This is an optimization exercise on Yosys and OpenROAD, whose aim is small area, not a production implementation.
Only simulation tests tie the RTL to the original design; equivalence was not proved.
Power figures rest on the tool's default switching activity, not on a simulated workload.

==> flow/design.v <==
`timescale 1ns / 100ps
module crc(
  input [7:0] data_in,
  input crc_en,
  output [31:0] crc_out,
  input rst,
  input clk);
  reg [31:0] lfsr_q,lfsr_c;
  assign crc_out = lfsr_q;
  always @(*) begin
    lfsr_c[0] = lfsr_q[24] ^ lfsr_q[30] ^ data_in[0] ^ data_in[6];
    lfsr_c[1] = lfsr_q[24] ^ lfsr_q[25] ^ lfsr_q[30] ^ lfsr_q[31] ^ data_in[0] ^ data_in[1] ^ data_in[6] ^ data_in[7];
    lfsr_c[2] = lfsr_q[24] ^ lfsr_q[25] ^ lfsr_q[26] ^ lfsr_q[30] ^ lfsr_q[31] ^ data_in[0] ^ data_in[1] ^ data_in[2] ^ data_in[6] ^ data_in[7];
    lfsr_c[3] = lfsr_q[25] ^ lfsr_q[26] ^ lfsr_q[27] ^ lfsr_q[31] ^ data_in[1] ^ data_in[2] ^ data_in[3] ^ data_in[7];
    lfsr_c[4] = lfsr_q[24] ^ lfsr_q[26] ^ lfsr_q[27] ^ lfsr_q[28] ^ lfsr_q[30] ^ data_in[0] ^ data_in[2] ^ data_in[3] ^ data_in[4] ^ data_in[6];
    lfsr_c[5] = lfsr_q[24] ^ lfsr_q[25] ^ lfsr_q[27] ^ lfsr_q[28] ^ lfsr_q[29] ^ lfsr_q[30] ^ lfsr_q[31] ^ data_in[0] ^ data_in[1] ^ data_in[3] ^ data_in[4] ^ data_in[5] ^ data_in[6] ^ data_in[7];
    lfsr_c[6] = lfsr_q[25] ^ lfsr_q[26] ^ lfsr_q[28] ^ lfsr_q[29] ^ lfsr_q[30] ^ lfsr_q[31] ^ data_in[1] ^ data_in[2] ^ data_in[4] ^ data_in[5] ^ data_in[6] ^ data_in[7];
    lfsr_c[7] = lfsr_q[24] ^ lfsr_q[26] ^ lfsr_q[27] ^ lfsr_q[29] ^ lfsr_q[31] ^ data_in[0] ^ data_in[2] ^ data_in[3] ^ data_in[5] ^ data_in[7];
    lfsr_c[8] = lfsr_q[0] ^ lfsr_q[24] ^ lfsr_q[25] ^ lfsr_q[27] ^ lfsr_q[28] ^ data_in[0] ^ data_in[1] ^ data_in[3] ^ data_in[4];
    lfsr_c[9] = lfsr_q[1] ^ lfsr_q[25] ^ lfsr_q[26] ^ lfsr_q[28] ^ lfsr_q[29] ^ data_in[1] ^ data_in[2] ^ data_in[4] ^ data_in[5];
    lfsr_c[10] = lfsr_q[2] ^ lfsr_q[24] ^ lfsr_q[26] ^ lfsr_q[27] ^ lfsr_q[29] ^ data_in[0] ^ data_in[2] ^ data_in[3] ^ data_in[5];
    lfsr_c[11] = lfsr_q[3] ^ lfsr_q[24] ^ lfsr_q[25] ^ lfsr_q[27] ^ lfsr_q[28] ^ data_in[0] ^ data_in[1] ^ data_in[3] ^ data_in[4];
    lfsr_c[12] = lfsr_q[4] ^ lfsr_q[24] ^ lfsr_q[25] ^ lfsr_q[26] ^ lfsr_q[28] ^ lfsr_q[29] ^ lfsr_q[30] ^ data_in[0] ^ data_in[1] ^ data_in[2] ^ data_in[4] ^ data_in[5] ^ data_in[6];
    lfsr_c[13] = lfsr_q[5] ^ lfsr_q[25] ^ lfsr_q[26] ^ lfsr_q[27] ^ lfsr_q[29] ^ lfsr_q[30] ^ lfsr_q[31] ^ data_in[1] ^ data_in[2] ^ data_in[3] ^ data_in[5] ^ data_in[6] ^ data_in[7];
    lfsr_c[14] = lfsr_q[6] ^ lfsr_q[26] ^ lfsr_q[27] ^ lfsr_q[28] ^ lfsr_q[30] ^ lfsr_q[31] ^ data_in[2] ^ data_in[3] ^ data_in[4] ^ data_in[6] ^ data_in[7];
    lfsr_c[15] = lfsr_q[7] ^ lfsr_q[27] ^ lfsr_q[28] ^ lfsr_q[29] ^ lfsr_q[31] ^ data_in[3] ^ data_in[4] ^ data_in[5] ^ data_in[7];
    lfsr_c[16] = lfsr_q[8] ^ lfsr_q[24] ^ lfsr_q[28] ^ lfsr_q[29] ^ data_in[0] ^ data_in[4] ^ data_in[5];
    lfsr_c[17] = lfsr_q[9] ^ lfsr_q[25] ^ lfsr_q[29] ^ lfsr_q[30] ^ data_in[1] ^ data_in[5] ^ data_in[6];
    lfsr_c[18] = lfsr_q[10] ^ lfsr_q[26] ^ lfsr_q[30] ^ lfsr_q[31] ^ data_in[2] ^ data_in[6] ^ data_in[7];
    lfsr_c[19] = lfsr_q[11] ^ lfsr_q[27] ^ lfsr_q[31] ^ data_in[3] ^ data_in[7];
    lfsr_c[20] = lfsr_q[12] ^ lfsr_q[28] ^ data_in[4];
    lfsr_c[21] = lfsr_q[13] ^ lfsr_q[29] ^ data_in[5];
    lfsr_c[22] = lfsr_q[14] ^ lfsr_q[24] ^ data_in[0];
    lfsr_c[23] = lfsr_q[15] ^ lfsr_q[24] ^ lfsr_q[25] ^ lfsr_q[30] ^ data_in[0] ^ data_in[1] ^ data_in[6];
    lfsr_c[24] = lfsr_q[16] ^ lfsr_q[25] ^ lfsr_q[26] ^ lfsr_q[31] ^ data_in[1] ^ data_in[2] ^ data_in[7];
    lfsr_c[25] = lfsr_q[17] ^ lfsr_q[26] ^ lfsr_q[27] ^ data_in[2] ^ data_in[3];
    lfsr_c[26] = lfsr_q[18] ^ lfsr_q[24] ^ lfsr_q[27] ^ lfsr_q[28] ^ lfsr_q[30] ^ data_in[0] ^ data_in[3] ^ data_in[4] ^ data_in[6];
    lfsr_c[27] = lfsr_q[19] ^ lfsr_q[25] ^ lfsr_q[28] ^ lfsr_q[29] ^ lfsr_q[31] ^ data_in[1] ^ data_in[4] ^ data_in[5] ^ data_in[7];
    lfsr_c[28] = lfsr_q[20] ^ lfsr_q[26] ^ lfsr_q[29] ^ lfsr_q[30] ^ data_in[2] ^ data_in[5] ^ data_in[6];
    lfsr_c[29] = lfsr_q[21] ^ lfsr_q[27] ^ lfsr_q[30] ^ lfsr_q[31] ^ data_in[3] ^ data_in[6] ^ data_in[7];
    lfsr_c[30] = lfsr_q[22] ^ lfsr_q[28] ^ lfsr_q[31] ^ data_in[4] ^ data_in[7];
    lfsr_c[31] = lfsr_q[23] ^ lfsr_q[29] ^ data_in[5];
  end  
  always @(posedge clk) begin
    if(rst) begin
      lfsr_q <= {32{1'b1}};
    end
    else begin
      lfsr_q <= crc_en ? lfsr_c : lfsr_q;
    end
  end  
endmodule  
`timescale 1ns / 100ps
module TX_MAC (
	TX_CLK,
	SYS_RST,
	TX_START,
	TX_BUSY,
	GMII_TXD,
	GMII_TX_EN,
	CONTROL_IN
);
input wire TX_CLK;
input wire SYS_RST;
input wire TX_START;
output reg TX_BUSY;
output reg [7:0] GMII_TXD;
output reg GMII_TX_EN;
input wire [7:0] CONTROL_IN;
reg tx_start_d;
reg tx_start_dd;
reg [7:0] control_in_d;
parameter ENABLE_PADDING = 1'b1;
parameter MIN_FRAME_LENGTH = 64;
parameter [2:0] IDLE 		= 3'b000,	 
		 PREAMBLE 	= 3'b001,	 
		 CNTRL 		= 3'b010,	 
		 PAYLOAD	= 3'b011,	 
	         PAD		= 3'b100,	 
		 FCS		= 3'b101,	 
		 IFG		= 3'b110;	 
reg [2:0] state;
reg [15:0] frame_count; 
reg crc_update;
reg crc_reset;
wire [31:0] crc_out;
reg [7:0] data_count;
reg [7:0] data_out_count;
reg [7:0] IFG_delay_count;
crc inst_crc(
  .data_in(GMII_TXD),
  .crc_en(crc_update),
  .crc_out(crc_out),
  .rst(crc_reset),
  .clk(TX_CLK)
);
always @(posedge TX_CLK) begin
	if(SYS_RST) begin
		tx_start_d <= 1'b0;
		tx_start_dd <= 1'b0;
	end
	else begin
		tx_start_d <= TX_START;
		tx_start_dd <= tx_start_d;		
	end
end
always @(posedge TX_CLK) begin
	if(SYS_RST) begin
		control_in_d <= 8'h00;
	end
	else begin
		if(TX_BUSY == 1'b1) begin
			control_in_d <= CONTROL_IN;	
		end	
		else begin
			control_in_d <= 8'h00;	
		end
	end
end
always @(posedge TX_CLK) begin
	if(SYS_RST) begin
		state <= IDLE;
		GMII_TXD <= 8'h00;
		GMII_TX_EN <= 1'b0;
		TX_BUSY	<= 1'b0;
		frame_count <= 16'd0;
		data_count <= 8'h00;
		data_out_count <= 8'h00;
		crc_update <= 1'b0;
		crc_reset <= 1'b1;
		IFG_delay_count <= 8'h00;
	end
	else begin
	case(state)
	IDLE:		begin  
			if(tx_start_d == 1'b1 && tx_start_dd == 1'b0) begin
				TX_BUSY <= 1'b1;
				frame_count <= 16'd0;
				data_count <= 8'h00;
				data_out_count <= 8'h00;
				GMII_TXD <= 8'h00;
				GMII_TX_EN <= 1'b0;
				crc_update <= 1'b0;
				crc_reset <= 1'b1;
				IFG_delay_count <= 8'h0C;
				state <= PREAMBLE;
			end			
			end
	PREAMBLE:	begin
			frame_count <= frame_count + 1'b1;
			crc_reset <= 1'b1;
			crc_update <= 1'b0;
			GMII_TXD <= 8'h55;
			GMII_TX_EN <= 1'b1;
			if(frame_count == 16'd7) begin
				GMII_TXD <= 8'hD5;
				state	 <= CNTRL;
				crc_reset <= 1'b0;
				crc_update <= 1'b1;
			end		
			end
	CNTRL:		begin
			frame_count <= frame_count + 1'b1;
			data_count <= control_in_d[7:0];
			GMII_TXD <= control_in_d[7:0];
			state <= PAYLOAD; 						
			end
	PAYLOAD:	begin
			frame_count <= frame_count + 1'b1;
			GMII_TXD <= data_out_count[7:0];
			data_out_count <= data_out_count + 1'b1;
			if(data_out_count == data_count[7:0]) begin
				if(ENABLE_PADDING && (frame_count < MIN_FRAME_LENGTH-5)) begin
					state <= PAD;	
				end
				else begin								
				state <= FCS;
				data_out_count <= 8'h00;
				frame_count <= 16'd0;
				end
			end			
			end		
	PAD:		begin
			frame_count <= frame_count + 1'b1;
			GMII_TXD <= 8'h00;
			if(frame_count == (MIN_FRAME_LENGTH -5)) begin
				frame_count <= 16'd0;
				state <= FCS;
			end
			end
	FCS:		begin
			frame_count <= frame_count + 1'b1;
			case(frame_count)
				16'd0: begin GMII_TXD <= crc_out[7:0]; end
				16'd1: begin GMII_TXD <= crc_out[15:8]; end
				16'd2: begin GMII_TXD <= crc_out[23:16]; end
				16'd3: begin GMII_TXD <= crc_out[31:24]; end			
			endcase
			if(frame_count == 16'd3) begin
				frame_count <= 16'd0;				
				IFG_delay_count <= 8'h0C;
				crc_reset <= 1'b1;
				crc_update <= 1'b0;			
				state <= IFG;
			end
			end
	IFG:		begin
			frame_count <= frame_count + 1'b1;
			GMII_TXD <= 8'h00;
			if(frame_count == (IFG_delay_count[7:0])) begin
				TX_BUSY <= 1'b0;
				frame_count <= 16'd0;
				GMII_TX_EN <= 1'b0;
				state <= IDLE;
			end			
			end
	endcase	
	end
end
endmodule
==> flow/run.sh <==
#!/bin/bash
# synth_recipe.tcl (not shown) runs the flow's synth.tcl, then flattens the netlist and writes it again
# the make line also repeats each setting of config.mk as NAME=value (left out here)
make -C /OpenROAD-flow-scripts/flow DESIGN_CONFIG=/design/flow/config.mk WORK_HOME=/design/flow/orfs CLKGATE_MAP_FILE= SYNTH_SCRIPT=/design/flow/synth_recipe.tcl finish
==> flow/config.mk <==
export PLATFORM = sky130hd
export DESIGN_NAME = TX_MAC
export DESIGN_NICKNAME = TX_MAC
export VERILOG_FILES = /design/flow/design.v
export SDC_FILE = /design/flow/constraint.sdc
export NUM_CORES = 4
export LEC_CHECK = 0
export CAP_MARGIN = 20
export CORE_MARGIN = 2
export CORE_UTILIZATION = 40
export SLEW_MARGIN = 20
==> flow/constraint.sdc <==
create_clock -name core_clock -period 8.0 [get_ports {TX_CLK}]
set_input_delay 1.6000 -clock core_clock [delete_from_list [all_inputs] [get_ports {TX_CLK}]]
set_output_delay 1.6000 -clock core_clock [all_outputs]
set_load 0.01 [all_outputs]
==> metrics.sh, run 1 <==
PATH_CELLS='clkdlybuf4s50_1'
ROWS=40
WORST_SLEW_MARGIN_REL=0.275
DETAILED_PLACE_HPWL_UM=8510
LAUNCHING_POINT_OF_THE_WORST_REG2REG_PATH='frame_count[0]$_SDFFE_PP0P_'
DETAIL_ROUTE.ITER0.VIOLATIONS=260
FIRST_GLOBAL_VIAS=3883
CTS-ROOT-BUF='sky130_fd_sc_hd__clkbuf_16'
TRITONCTS.NUM_BUFFERS=9
FINAL_LAYOUT_WORST_HOLD_SLACK_NS=0.459
POSTSYNTH.TOPFLOPCELL='sky130_fd_sc_hd__dfxtp_1'
DRV_CAP=0
CRITICAL_PATH_BUF_INV_COUNT=1
GRT_PASS1_WL_UM=19800
MAX-CLOCK-PATH-BUFFERS=2
DRIVE_GT1_FRAC=0.0722
YOSYSSEQAREASHARE=0.364
GRT_ANTENNA_BEFORE_REPAIR=0
TIMING_WORST_SETUP_PATH_TYPE='reg2out'
SYN_INST=583
FINALCRITICALPERIOD_NS=3.01
SYNTH_NETS=599
LAYOUT.CELLS.MOST_COMMON='sky130_fd_sc_hd__dfxtp_1'
ROUTEDWLPERCELL_UM=16.0
MAX_FREQ_GHz=0.332
CELLPOWERDENSITY_nW_PER_UM2=227
DIE_AREA_UM2=13300
VIAS=4067
SYNTH.LIB_CELLS_USED.DISTINCT=57
CTS-HOLD-FIX-BUFFERS=0
CLKTRANSATPATHREGS_NS=0.06
SYNTH_AREA_PER_CELL_UM2=8.50
GP_CONGESTION=0.847
DIE_W_UM=115
SYNTH_EDF_COUNT=0
GLOBAL_ROUTE.USAGE.TOTAL=0.193
SKEW_NS=0.00940
ASYNC_FLOP_SHARE=0
NUMBER_OF_HOLD_SLACK_VIOLATIONS_IN_THE_FINAL_TIMING_REPORT=0
SETUP_VIOL_COUNT_FINAL=0
CELLLEAKAGEPOWER_nW=1.80
FINAL_MIN_PERIOD_OVER_CLOCK_PERIOD=0.376
SLOWEST_CELL_ON_THE_CRITICAL_PATH='sky130_fd_sc_hd__clkdlybuf4s50_1'
SYNTHTOLAYOUTAREAGROWTH_PCT=11.1
WL_UM=12000
CRIT_FAMILY='buffers and inverters'
CLK-INSERTION-DELAY-LATE_NS=0.35
PLACEABLECOREAREA_UM2=12100
FINAL_NET_COUNT=594
PIN_COUNT_OF_THE_BIGGEST_NET_ENTERING_GLOBAL_ROUTING=36
DETAIL-ROUTE-ANTENNA-NETS=0
START_KIND='flop'
TOTAL_POWER_mW=1.25
CTS.SINKS=90
CLOCK_TREE.HTREE_LEVEL_COUNT=3
PORT_BUFFERS=20
START_UTIL=0.411
CRITICAL-PATH-MAX-STAGE-DELAY_NS=0.59
IOPINCOUNT=21
MAX-VDD-IR-DROP_mV=0.156
STARTPOINT_OF_THE_MOST_CRITICAL_HOLD_PATH='control_in_d[6]$_SDFF_PP0_'
WORSTPATHARRIVAL_NS=1.41
RSZ0062_AT_GRT='no'
DETAIL_ROUTE.VIAS_PER_CELL=5.42
YOSYS_WARNINGS=2
SYNTH_SEQ_CELLS=90
CTS.REPAIR_TIMING.SETUP_BUFFER_COUNT=0
SLEW_VIOL_FINAL=0
PIN_SLEW_WITH_THE_LEAST_HEADROOM_TO_ITS_LIMIT_NS=1.09
FINAL_CELL_MIX='sky130_fd_sc_hd__dfxtp_1, sky130_fd_sc_hd__nand2_1, sky130_fd_sc_hd__xnor2_1'
POST_SYNTH_INSTANCE_AREA_UM2=4950
CRITICAL_PATH_REQUIRED_NS=6.40
CTSRESIZECOUNT=0
RUN_STATUS='no timing/DRC/antenna violations'
DRC=0
FINAL.SETUP.TNS_NS=0
TIMING.HOLD.WORST.CLASS='reg2reg'
ANTENNA-DIODE-COUNT=0
TIMING.CRITICAL_PATH.FROM='GMII_TXD[6]$_SDFFE_PP0P_'
WORSTSETUPENDPOINTTYPE='output port'
CRITPATHMAXFANOUT=3
HEIGHT_OF_THE_DIE_UM=115
DRT-PASS1-ITER-COUNT=4
OVERFLOW=0
CLOCK_TREE_FROM_TRITONCTS='done'
## cell usage after synthesis (all sizes together), types with 6 or more instances
master | number | area share
o21ai | 38 | 0.039
a21oi | 27 | 0.027
and2 | 8 | 0.010
a311oi | 6 | 0.011
nor3 | 13 | 0.013
and3 | 9 | 0.011
a22o | 6 | 0.011
nand2 | 79 | 0.060
buf | 10 | 0.0093
xor2 | 26 | 0.046
nor2 | 45 | 0.034
dfxtp | 90 | 0.36
nand4 | 13 | 0.019
clkbuf | 28 | 0.021
o31ai | 6 | 0.010
mux2i | 12 | 0.024
nand3 | 21 | 0.021
xnor2 | 70 | 0.14
## worst paths after layout
path	endpoint	slack, ns	cells after the start
setup / recovery	GMII_TXD[6]	4.99	1
hold / removal	data_count[6]$_SDFFE_PP0P_	0.46	2
setup reg to reg	GMII_TXD[1]$_SDFFE_PP0P_	5.23	7
hold reg to reg	data_count[6]$_SDFFE_PP0P_	0.46	2
## flip-flops by register name, indices dropped and copies added, names as in the netlist, 3 cells and up
signal	cells
GMII_TXD	8
control_in_d	8
data_count	8
data_out_count	8
frame_count	16
inst_crc.lfsr_q	32
state	3
## per-layer routing
layer | routed length, µm | up-vias | GRT usage
li1 | - | 2036 | -
met1 | 5810 | 1942 | 0.254
met2 | 5520 | 72 | 0.310
met3 | 475 | 17 | 0.0527
met4 | 202 | 0 | 0.0538
met5 | 0 | - | 0
## kinds of logic (layout without fill, tap and decap cells)
logic type                 Yosys count  count (layout)  synth area share
and+or+nand+nor                    220             220             0.226
AOI/OAI and AO/OA                  117             117             0.158
xor gates and xnor gates            96              96             0.182
DFF                                 90              90             0.364
buffers and inverters               43              42            0.0344
muxes                               12              12            0.0242
adders and majority gates            5               5            0.0126
## layout make-up
class / count / area, µm²
timing repair buffer: 22 / 215
clock inverter: 3 / 15.0
inverter: 5 / 18.8
sequential: 90 / 1800
tap: 168 / 210
fill: 1215 / 6560
clock buffer: 12 / 256
multi-input combinational: 450 / 2990
## through the flow
step	instance area [µm²]	utilization	setup WS, ns	std cells
finish	5500	0.456	4.99	750
floorplan	4950	-	5.44	583
CTS	5500	0.456	4.96	750
detailed placement	5230	0.433	4.76	735
global placement	5230	0.433	4.80	735
global route	5500	0.456	4.92	750
## report_power, final
part / total [mW] / switching (mW) / leakage, nW / internal [mW]
Sequential: 0.498 / 0.0331 / 0.728 / 0.464
Combinational: 0.354 / 0.206 / 0.939 / 0.148
Clock: 0.398 / 0.174 / 0.138 / 0.224
==> run 2: changes to the inputs <==
--- a/flow/design.v
+++ b/flow/design.v
@@ -69,25 +69,13 @@
 input wire [7:0] CONTROL_IN;
+localparam [2:0] IDLE = 3'd0, PRE = 3'd1, PAY = 3'd2, PAD = 3'd3, TAIL = 3'd4;
 reg tx_start_d;
 reg tx_start_dd;
-reg [7:0] control_in_d;
-parameter ENABLE_PADDING = 1'b1;
-parameter MIN_FRAME_LENGTH = 64;
-parameter [2:0] IDLE 		= 3'b000,	 
-		 PREAMBLE 	= 3'b001,	 
-		 CNTRL 		= 3'b010,	 
-		 PAYLOAD	= 3'b011,	 
-	         PAD		= 3'b100,	 
-		 FCS		= 3'b101,	 
-		 IFG		= 3'b110;	 
 reg [2:0] state;
-reg [15:0] frame_count; 
-reg crc_update;
-reg crc_reset;
+reg [7:0] cnt;		 
+reg [7:0] hold;		 
 wire [31:0] crc_out;
-reg [7:0] data_count;
-reg [7:0] data_out_count;
-reg [7:0] IFG_delay_count;
+wire crc_reset = (state == IDLE) | ((state == PRE) & ~cnt[3]);
 crc inst_crc(
   .data_in(GMII_TXD),
-  .crc_en(crc_update),
+  .crc_en(1'b1),
   .crc_out(crc_out),
@@ -103,18 +91,26 @@
 		tx_start_d <= TX_START;
-		tx_start_dd <= tx_start_d;		
+		tx_start_dd <= tx_start_d;
 	end
 end
-always @(posedge TX_CLK) begin
-	if(SYS_RST) begin
-		control_in_d <= 8'h00;
-	end
-	else begin
-		if(TX_BUSY == 1'b1) begin
-			control_in_d <= CONTROL_IN;	
-		end	
-		else begin
-			control_in_d <= 8'h00;	
+always @(*) begin
+	TX_BUSY = 1'b1;
+	GMII_TX_EN = 1'b1;
+	GMII_TXD = 8'h00;
+	case(state)
+	PRE: begin
+		if(cnt[3:0] == 4'd0) GMII_TX_EN = 1'b0;
+		else if(cnt[3] == 1'b0) GMII_TXD = 8'h55;
+		else if(cnt[0] == 1'b0) GMII_TXD = 8'hD5;
+		else GMII_TXD = hold;
 		end
-	end
+	PAY:	GMII_TXD = cnt;
+	PAD:	GMII_TXD = 8'h00;
+	TAIL:	GMII_TXD = hold;
+	default: begin
+		TX_BUSY = 1'b0;
+		GMII_TX_EN = 1'b0;
+		end
+	endcase
 end
+wire min_len = cnt[7] | cnt[6] | (cnt[5] & cnt[4] & (cnt[3] | cnt[2] | cnt[1]));	 
 always @(posedge TX_CLK) begin
@@ -122,11 +118,2 @@
 		state <= IDLE;
-		GMII_TXD <= 8'h00;
-		GMII_TX_EN <= 1'b0;
-		TX_BUSY	<= 1'b0;
-		frame_count <= 16'd0;
-		data_count <= 8'h00;
-		data_out_count <= 8'h00;
-		crc_update <= 1'b0;
-		crc_reset <= 1'b1;
-		IFG_delay_count <= 8'h00;
 	end
@@ -134,85 +121,49 @@
 	case(state)
-	IDLE:		begin  
-			if(tx_start_d == 1'b1 && tx_start_dd == 1'b0) begin
-				TX_BUSY <= 1'b1;
-				frame_count <= 16'd0;
-				data_count <= 8'h00;
-				data_out_count <= 8'h00;
-				GMII_TXD <= 8'h00;
-				GMII_TX_EN <= 1'b0;
-				crc_update <= 1'b0;
-				crc_reset <= 1'b1;
-				IFG_delay_count <= 8'h0C;
-				state <= PREAMBLE;
-			end			
+	IDLE:	begin
+		cnt <= 8'd0;
+		if(tx_start_d == 1'b1 && tx_start_dd == 1'b0)
+			state <= PRE;
+		end
+	PRE:	begin
+		cnt <= cnt + 1'b1;
+		if(cnt[2:0] == 3'd7)
+			hold <= CONTROL_IN;
+		if(cnt[3] & cnt[0]) begin
+			cnt <= 8'd0;
+			state <= PAY;
+		end
+		end
+	PAY:	begin
+		cnt <= cnt + 1'b1;
+		if(cnt == hold) begin
+			if(min_len) begin
+				cnt <= 8'd1;
+				hold <= crc_out[7:0];
+				state <= TAIL;
 			end
-	PREAMBLE:	begin
-			frame_count <= frame_count + 1'b1;
-			crc_reset <= 1'b1;
-			crc_update <= 1'b0;
-			GMII_TXD <= 8'h55;
-			GMII_TX_EN <= 1'b1;
-			if(frame_count == 16'd7) begin
-				GMII_TXD <= 8'hD5;
-				state	 <= CNTRL;
-				crc_reset <= 1'b0;
-				crc_update <= 1'b1;
-			end		
-			end
-	CNTRL:		begin
-			frame_count <= frame_count + 1'b1;
-			data_count <= control_in_d[7:0];
-			GMII_TXD <= control_in_d[7:0];
-			state <= PAYLOAD; 						
-			end
-	PAYLOAD:	begin
-			frame_count <= frame_count + 1'b1;
-			GMII_TXD <= data_out_count[7:0];
-			data_out_count <= data_out_count + 1'b1;
-			if(data_out_count == data_count[7:0]) begin
-				if(ENABLE_PADDING && (frame_count < MIN_FRAME_LENGTH-5)) begin
-					state <= PAD;	
-				end
-				else begin								
-				state <= FCS;
-				data_out_count <= 8'h00;
-				frame_count <= 16'd0;
-				end
-			end			
-			end		
-	PAD:		begin
-			frame_count <= frame_count + 1'b1;
-			GMII_TXD <= 8'h00;
-			if(frame_count == (MIN_FRAME_LENGTH -5)) begin
-				frame_count <= 16'd0;
-				state <= FCS;
-			end
-			end
-	FCS:		begin
-			frame_count <= frame_count + 1'b1;
-			case(frame_count)
-				16'd0: begin GMII_TXD <= crc_out[7:0]; end
-				16'd1: begin GMII_TXD <= crc_out[15:8]; end
-				16'd2: begin GMII_TXD <= crc_out[23:16]; end
-				16'd3: begin GMII_TXD <= crc_out[31:24]; end			
-			endcase
-			if(frame_count == 16'd3) begin
-				frame_count <= 16'd0;				
-				IFG_delay_count <= 8'h0C;
-				crc_reset <= 1'b1;
-				crc_update <= 1'b0;			
-				state <= IFG;
-			end
-			end
-	IFG:		begin
-			frame_count <= frame_count + 1'b1;
-			GMII_TXD <= 8'h00;
-			if(frame_count == (IFG_delay_count[7:0])) begin
-				TX_BUSY <= 1'b0;
-				frame_count <= 16'd0;
-				GMII_TX_EN <= 1'b0;
-				state <= IDLE;
-			end			
-			end
-	endcase	
+			else
+				state <= PAD;
+		end
+		end
+	PAD:	begin
+		cnt <= cnt + 1'b1;
+		if(cnt[5:0] == 6'd50) begin
+			cnt <= 8'd1;
+			hold <= crc_out[7:0];
+			state <= TAIL;
+		end
+		end
+	TAIL:	begin
+		cnt <= cnt + 1'b1;
+		case(cnt[3:0])
+			4'd1: hold <= crc_out[15:8];
+			4'd2: hold <= crc_out[23:16];
+			4'd3: hold <= crc_out[31:24];
+			default: hold <= 8'h00;
+		endcase
+		if(cnt[4])
+			state <= IDLE;
+		end
+	default: state <= IDLE;
+	endcase
 	end
==> metrics.sh, run 2 <==
RUN_STATUS='no timing/DRC/antenna violations'
ROUTED.TOP_LAYER='met4'
PLACE_INST=468  # -36%
ASYNC_FLOP_SHARE=0  # unchanged
DIE_W_UM=98.4  # -15%
FINALCRITICALPERIOD_NS=4.43  # +1.42 ns
DRT-PASS1-ITER-COUNT=5  # +1
RSZ0062_AT_GRT='no'
MET2_WIRELENGTH_UM=4280  # -22%
SYNTH_NETS=378  # -37%
SYNTH_AREA_PER_CELL_UM2=9.86  # +16%
DETAIL_ROUTE.VIAS_PER_CELL=5.63  # +3.9%
DIE_AREA_UM2=9670  # -27%
YOSYSSEQAREASHARE=0.343  # -0.0208
PATH_CELLS='or3b_1 -> nor3_2 -> o21ai_0 -> nand2_1 -> clkdlybuf4s50_1'
CTS-HOLD-FIX-BUFFERS=0  # unchanged
YOSYSTOPAREACELLSHARE=0.208  # -0.156
PORT_BUFFERS=20  # unchanged
FINAL_CELL_MIX='sky130_fd_sc_hd__nand2_1, sky130_fd_sc_hd__dfxtp_1, sky130_fd_sc_hd__xnor2_1'
START_UTIL=0.410  # about the same
DRC=0  # unchanged
CTSRESIZECOUNT=0  # unchanged
LAUNCHING_POINT_OF_THE_WORST_REG2REG_PATH='state[1]$_SDFFE_PP0P_'
DRV_CAP=0  # unchanged
MAX_FREQ_GHz=0.226  # -32%
WORSTPATHARRIVAL_NS=2.83  # +1.42 ns
IOPINCOUNT=21  # unchanged
WL_UM=8980  # -25%
DETAIL_ROUTE.ITER0.VIOLATIONS=162  # -38%
PLACEABLECOREAREA_UM2=8680  # -28%
YOSYS_WARNINGS=2  # unchanged
WORST_SLEW_MARGIN_REL=0.259  # -0.0159
GRT_ANTENNA_BEFORE_REPAIR=0  # unchanged
CRITICAL_PATH_REQUIRED_NS=6.40  # about the same
FINAL_NET_COUNT=384  # -35%
CRITICAL-PATH-MAX-STAGE-DELAY_NS=0.73  # +0.14 ns
PIN_COUNT_OF_THE_BIGGEST_NET_ENTERING_GLOBAL_ROUTING=31  # -14%
FINAL.SETUP.TNS_NS=0  # unchanged
SETUP_VIOL_COUNT_FINAL=0  # unchanged
YOSYS.CELL_COUNT.TOP_TYPE='sky130_fd_sc_hd__nand2_1'
GRT_PASS1_WL_UM=14400  # -28%
FINALWORSTSETUPSLACK_NS=3.57  # -1.42 ns
NON_FILLER_INSTANCE_COUNT_AFTER_LAYOUT=476  # -37%
CLOCK_TREE_FROM_TRITONCTS='done'
MAX-CLOCK-PATH-BUFFERS=2  # unchanged
WORST_SETUP_TIMING_SLACK_AT_THE_PLACEMENT_STAGE_NS=3.94  # -0.825 ns
SYNTH_SEQ_CELLS=53  # -41%
CRITPATHMAXFANOUT=22  # +19
DETAILED_PLACE_HPWL_UM=6700  # -21%
SYNTHTOLAYOUTAREAGROWTH_PCT=9.87
START_KIND='flop'
ANTENNA-DIODE-COUNT=0  # unchanged
CELLLEAKAGEPOWER_nW=1.49  # -17%
ROUTEDWLPERCELL_UM=18.9  # +18%
MET3ROUTEDLENGTH_UM=696  # +47%
SKEW_NS=0.00355  # -0.00584 ns
SYNTH_EDF_COUNT=16  # +16
DRIVE_GT1_FRAC=0.0842  # +0.0121
BIGGEST_REGISTER='inst_crc.lfsr_q'
GP_CONGESTION=0.922  # +8.9%
CLKTRANSATPATHREGS_NS=0.10  # +0.04 ns
WORSTSETUPENDPOINTTYPE='output port'
CELLPOWERDENSITY_nW_PER_UM2=537  # +140%
SLOWEST_CELL_ON_THE_CRITICAL_PATH='sky130_fd_sc_hd__dfxtp_1'
REG2REG_SETUP_SLACK_NS=4.27  # -0.96 ns
SYNTH_COMMONEST_CELLS='sky130_fd_sc_hd__nand2_1, sky130_fd_sc_hd__dfxtp_1, sky130_fd_sc_hd__xnor2_1'
VIAS=2682  # -34%
LARGEST_REG_FLOPS=32  # unchanged
SYNTH.LIB_CELLS_USED.DISTINCT=66  # +16%
GLOBAL_ROUTE.USAGE.TOTAL=0.191  # -0.00177
MAX-VDD-IR-DROP_mV=0.411  # +160%
OVERFLOW=0  # unchanged
HEIGHT_OF_THE_DIE_UM=98.4  # -15%
FIRST_GLOBAL_VIAS=2617  # -33%
TRITONCTS.NUM_BUFFERS=5  # -4
POSTSYNTH.TOPFLOPCELL='sky130_fd_sc_hd__dfxtp_1'
SYNTHDOMINANTAREACELLTYPE='sky130_fd_sc_hd__dfxtp_1'
SYN_INST=361  # -38%
MET1_LENGTH_UM=3920  # -32%
SLEW_VIOL_FINAL=0  # unchanged
CTS.REPAIR_TIMING.SETUP_BUFFER_COUNT=0  # unchanged
DETAIL-ROUTE-ANTENNA-NETS=0  # unchanged
PIN_SLEW_WITH_THE_LEAST_HEADROOM_TO_ITS_LIMIT_NS=1.09  # +0.00808 ns
CTS-ROOT-BUF='sky130_fd_sc_hd__clkbuf_8'
NUMBER_OF_HOLD_SLACK_VIOLATIONS_IN_THE_FINAL_TIMING_REPORT=0  # unchanged
CLOCK_TREE.HTREE_LEVEL_COUNT=2  # -1
WORST_R2R_ENDPOINT='inst_crc.lfsr_q[15]$_SDFF_PP1_'
CLK-INSERTION-DELAY-LATE_NS=0.31  # -0.04 ns
REG.LARGEST.LIST='inst_crc.lfsr_q: 32 flops, cnt: 8 flops, hold: 8 flops'
TIMING_WORST_SETUP_PATH_TYPE='reg2out'
FINAL_MIN_PERIOD_OVER_CLOCK_PERIOD=0.554  # +0.178
ROWS=34  # -15%
TOP_AREA_CELLS_IN_THE_SYNTHESIZED_NETLIST='sky130_fd_sc_hd__dfxtp_1, sky130_fd_sc_hd__edfxtp_1, sky130_fd_sc_hd__xnor2_1'
POST_SYNTH_INSTANCE_AREA_UM2=3560  # -28%
TIMING.HOLD.WORST.CLASS='reg2reg'
STARTPOINT_OF_THE_MOST_CRITICAL_HOLD_PATH='tx_start_d$_SDFF_PP0_'
RR_WORST_DEPTH=7  # unchanged
HOLDPATHEND='tx_start_dd$_SDFF_PP0_'
WHS_PATH_DEPTH=1  # -1
LAYOUT.CELLS.MOST_COMMON='sky130_fd_sc_hd__nand2_1'
CTS.SINKS=53  # -41%
[run 2: changes by cell type after synthesis, moves of 11 or more]
cell,delta
sky130_fd_sc_hd__nor2_1,-20
sky130_fd_sc_hd__clkbuf_1,-16
sky130_fd_sc_hd__xnor3_1,+11
sky130_fd_sc_hd__nand3_1,-17
sky130_fd_sc_hd__dfxtp_1,-53
sky130_fd_sc_hd__o21ai_0,-26
sky130_fd_sc_hd__nor3_1,-11
sky130_fd_sc_hd__nand2_1,-29
sky130_fd_sc_hd__xnor2_1,-26
sky130_fd_sc_hd__edfxtp_1,+16
[run 2: area by class of cell]
class	instances	area, µm²
clock inverter	2	17.5
inverter	9	33.8
timing repair buffer	20	200
sequential	53	1220
multi-input combinational	278	2220
fill	874	4770
clock buffer	6	82.6
tap	108	135
[run 2: critical path: cells and delay by family, from the launching register on]
family	cells	cell delay [ns]
AND/OR/NAND/NOR	3	1.04
flip-flops	1	0.73
buffers and inverters	1	0.53
AO/OA/AOI/OAI	1	0.22
[run 2: power breakdown]
group / internal [mW] / switching (mW) / leakage (nW)
Sequential: 0.371 / 0.107 / 0.460
Clock: 0.0722 / 0.0974 / 0.0518
Combinational: 0.766 / 0.690 / 0.983
Total: 1.21 / 0.894 / 1.49
[run 2: through the flow]
step	power (mW)	cell area, µm²	hold WS (ns)	util
3_3_place_gp	1.92	3800	0.455	0.438
2_1_floorplan	1.64	3560	0.439	-
4_1_cts	2.11	3900	0.478	0.450
6_report	2.10	3910	0.477	0.451
3_5_place_dp	1.93	3800	0.463	0.438
5_1_grt	2.26	3910	0.492	0.451
[run 2: how the worst max path moves through the flow]
stage | startpoint | end | slack (ns) | cells after the start
2_1_floorplan | cnt[0]$_DFFE_PP_ | GMII_TXD[2] | 4.76 | 6
3_3_place_gp | state[0]$_SDFFE_PP0P_ | GMII_TXD[2] | 3.94 | 5
3_5_place_dp | state[0]$_SDFFE_PP0P_ | GMII_TXD[2] | 3.94 | 5
4_1_cts | state[0]$_SDFFE_PP0P_ | GMII_TXD[2] | 3.58 | 5
5_1_grt | state[0]$_SDFFE_PP0P_ | GMII_TXD[2] | 3.34 | 5
6_report | state[0]$_SDFFE_PP0P_ | GMII_TXD[2] | 3.57 | 5
[run 2: cells by family (layout without fill, tap and decap cells)]
family                     count (synthesis)  after routing  synth area share
and+or+nand+nor                          124            124             0.181
muxes                                      2              2           0.00562
buffers and inverters                     30             37            0.0372
adders and majority gates                  6              6            0.0211
xor gates and xnor gates                  76             76             0.262
AOI/OAI and AO/OA                         70             70             0.149
DFF                                       53             53             0.343
[run 2: layer usage]
layer,up-vias,track usage
met5,-,0
met4,0,0.0443
met3,9,0.0379
met2,112,0.306
met1,1292,0.267
li1,1269,-

-- static timing again, ports no longer ideal --
The flow's constraints put no driver on any port. The routed layouts listed below were extracted and timed again, unchanged, in two steps. Step 1: set_driving_cell puts a clkbuf_16 on TX_CLK and a buf_2 on each other input, an assumption about the parent block. Step 2 times the ports against the registers' clock, not the clock port: input delays grow and output delays shrink by t, the midpoint of the rising clock arrivals with the driver on. Slacks: no drivers / after step 1 / after step 2; pairs: no drivers / after step 1.
run | t (ns) | setup slack, ns | hold WS [ns] | worst data-port slew with drivers (ns)
run 1 | 0.388 | 4.992 / 4.952 / 4.783 | 0.459 / 0.459 / 0.459 | 0.03
run 2 | 0.338 | 3.569 / 3.538 / 3.876 | 0.477 / 0.477 / 0.477 | 0.03
After both steps setup and hold are still met in every run listed. For run 1, which loses most, drivers alone change the setup slack by -0.040 ns; drivers and shift together by -0.209 ns.
